This design comes from an exercise in tuning for small area, a short achievable clock period and few clock cycles on the open sky130 flow, not from production work. At most, simulation tests tie the RTL to the original design; equivalence was not proved. Power and IR drop assume default switching activity.

## the reference run
## top
module top(
    input clk,              
    input rst,              
    input cyc,              
    input stb,              
    input we,               
    input [3:0] wb_sel,     
    input [31:0] adr,       
    input [31:0] dat_mosi,  
    output [31:0] dat_miso,  
    output reg ack,             
    output reg err              
);
Size: roughly 750 cells after synthesis, about 210 flip-flops, roughly 110 I/O pins.
clock: 10.0 ns
lec_check: 0
cap_margin: 20
core_margin: 2
core_utilization: 40
place_density: 0.5
slew_margin: 20
standard.sh (not shown) runs the stock make flow with config.mk's settings and CLKGATE_MAP_FILE= SYNTH_SCRIPT=/design/flow/synth_recipe.tcl, a recipe that flattens the netlist after the stock synthesis.
==> flow/flow/run.sh <==
#!/bin/bash
bash standard.sh SETUP_SLACK_MARGIN=7 \
  "BUFFER_PORTS_ARGS=-buffer_cell sky130_fd_sc_hd__buf_1" \
  "CTS_ARGS=-sink_clustering_enable -repair_clock_nets -buf_list sky130_fd_sc_hd__clkbuf_16 -sink_clustering_size 30 -sink_clustering_max_diameter 150 -dont_use_dummy_load" \
  finish > standard.log 2>&1
The reference run: no failed stages, no open violations at the end
Testbench counts of the reference run, summed over its fixed seeds: cycles 8,640.
The inputs of the trial run differ from those of the reference run as listed below.
Settings: a change of CORE_UTILIZATION from 40 to 25; a deleted PLACE_DENSITY that had been 0.5.
[the trial run] wire length of the first global-routing pass fell 4.2% relative to the reference run. Of the trial run and the reference run, the trial run shows the higher growth of design area from synthesis to finish, with the reference run below it. Ratio of cells with drive above 1 in the final layout delta (the trial run -> the reference run): insignificant.

## old
Starting RTL as in the previous note.
export LEC_CHECK = 0
export CAP_MARGIN = 20
export CORE_MARGIN = 2
export CORE_UTILIZATION = 40
export SLEW_MARGIN = 20
create_clock -name core_clock -period 10.0 [get_ports {clk}]
Scripts as last shown in full above: flow/flow/run.sh
Testbench counts of old, summed over its fixed seeds: cycles 8,640.
Inputs modified between old and new:
- CORE_UTILIZATION changed from 40 to 30
### Flow results
- Between new and old, it is new whose sequential share of layout area is higher, by 0.18 points.
- Reported for new and old, total of hold buffers inserted after clock tree synthesis turned out identical to the last digit.
- new vs. old: setup slack went down 0.027 ns; power in the clock group went up about 0.9%; estimated wirelength of the detail-placed design held; count of plain and timing-repair buffers went down 17; depth of the critical timing path with buffers and inverters included held.
- Summary: static leakage power, new better than old
- new | status: complete | timing, DRC, antenna: pass
- Min total setup buffers inserted after CTS across new and old: new
- Side by side, number of well-tap cells placed turned out higher in new than in old.

Another version of the RTL of top (not shown whole).
For scale: ~800 cells after synthesis, roughly 210 flip-flops, ~110 I/O pins.
Settings: LEC_CHECK=0, CAP_MARGIN=20, CORE_MARGIN=2, CORE_UTILIZATION=60, SLEW_MARGIN=20; clock period 10.0 ns.
Scripts as last shown in full above: flow/flow/run.sh
Edit:
--- a/flow/flow/run.sh
+++ b/flow/flow/run.sh
@@ -1,3 +1,3 @@
 #!/bin/bash
-bash standard.sh SETUP_SLACK_MARGIN=7 \
+bash standard.sh SETUP_SLACK_MARGIN=7 REMOVE_ABC_BUFFERS=1 \
   "BUFFER_PORTS_ARGS=-buffer_cell sky130_fd_sc_hd__buf_1" \
Settings changed: CORE_UTILIZATION 60 to 40.
Result:
- The changed run went through all stages and came out clean
- sequential share of layout area is higher by 1.1 points
- via count is lower by 5.4%
- non-clock buffer count is lower by 33
- cell area falls by about 2.3%
- hold slack hardly moves
Edit:
--- a/flow/flow/run.sh
+++ b/flow/flow/run.sh
@@ -1,3 +1,3 @@
 #!/bin/bash
-bash standard.sh SETUP_SLACK_MARGIN=7 REMOVE_ABC_BUFFERS=1 \
+bash standard.sh SETUP_SLACK_MARGIN=7 \
   "BUFFER_PORTS_ARGS=-buffer_cell sky130_fd_sc_hd__buf_1" \
Settings changed: CAP_MARGIN 20 to 5, SLEW_MARGIN 20 to 5.
=>
- The new run completed without violations
- critical path depth drops by 2
- wire length barely changes
- final area drops by 0.45%
- fmax drops by 1.2%
- non-clock buffer count drops by 8
- clock power barely changes
- die area does not change
- synthesized area is unchanged
- power drops by 0.86%
- final cell count drops by about 0.65%
- clock skew hardly moves
Edit:
Settings changed: CAP_MARGIN 5 to 20, SLEW_MARGIN 5 to 20.
- The changed run completed with no timing, DRC or antenna violations
- power decreases slightly
- via count decreases slightly
- synthesized area stays the same
- cell area is about the same
- global-route usage decreases by 0.29 points
- wire length decreases slightly
- clock-buffer cell count is unchanged
No functional check of the RTL was part of any run of this note.

## afterwards: timing with drivers on the ports
No port has a modelled driver above. Below, the same layouts with a new extraction and two added sets of constraints.
Step 1 sets driving cells, clkbuf_16 on the clock port and buf_2 on the other inputs (assumed; they add their load-dependent delay and slew).
Step 2 moves the port delays by t, midway between the first and last clock arrival at a register: inputs arrive t later, outputs are due t later. That takes back most of the time a late clock gives input paths.
Slacks: ideal / step 1 / step 2; pairs: ideal / step 1.
| run | t, ns | slack for setup (ns) | worst setup path after step 2 | latest minus earliest clock arrival (ns) |
|---|---|---|---|---|
| the reference run | 0.510 | 7.007 / 6.990 / 6.480 | input to register | 0.030 / 0.031 |
| the trial run | 0.512 | 6.996 / 6.989 / 6.478 | input to register | 0.021 / 0.021 |
| old | 0.506 | 7.036 / 7.006 / 6.510 | input to register | 0.052 / 0.052 |
| new | 0.502 | 7.009 / 6.995 / 6.493 | input to register | 0.020 / 0.020 |
| the first run of note 3 | 0.502 | 6.890 / 6.876 / 6.373 | input to register | 0.029 / 0.029 |
| the second run of note 3 | 0.502 | 7.038 / 7.016 / 6.519 | input to register | 0.030 / 0.029 |
| the third run of note 3 | 0.506 | 7.003 / 6.992 / 6.486 | input to register | 0.028 / 0.028 |
| the fourth run of note 3 | 0.510 | 6.978 / 6.989 / 6.480 | input to register | 0.035 / 0.035 |
After both steps every run listed still meets setup and hold. The setup slack of the reference run, which loses most, moves by -0.017 ns with the drivers and by -0.527 ns with both steps.
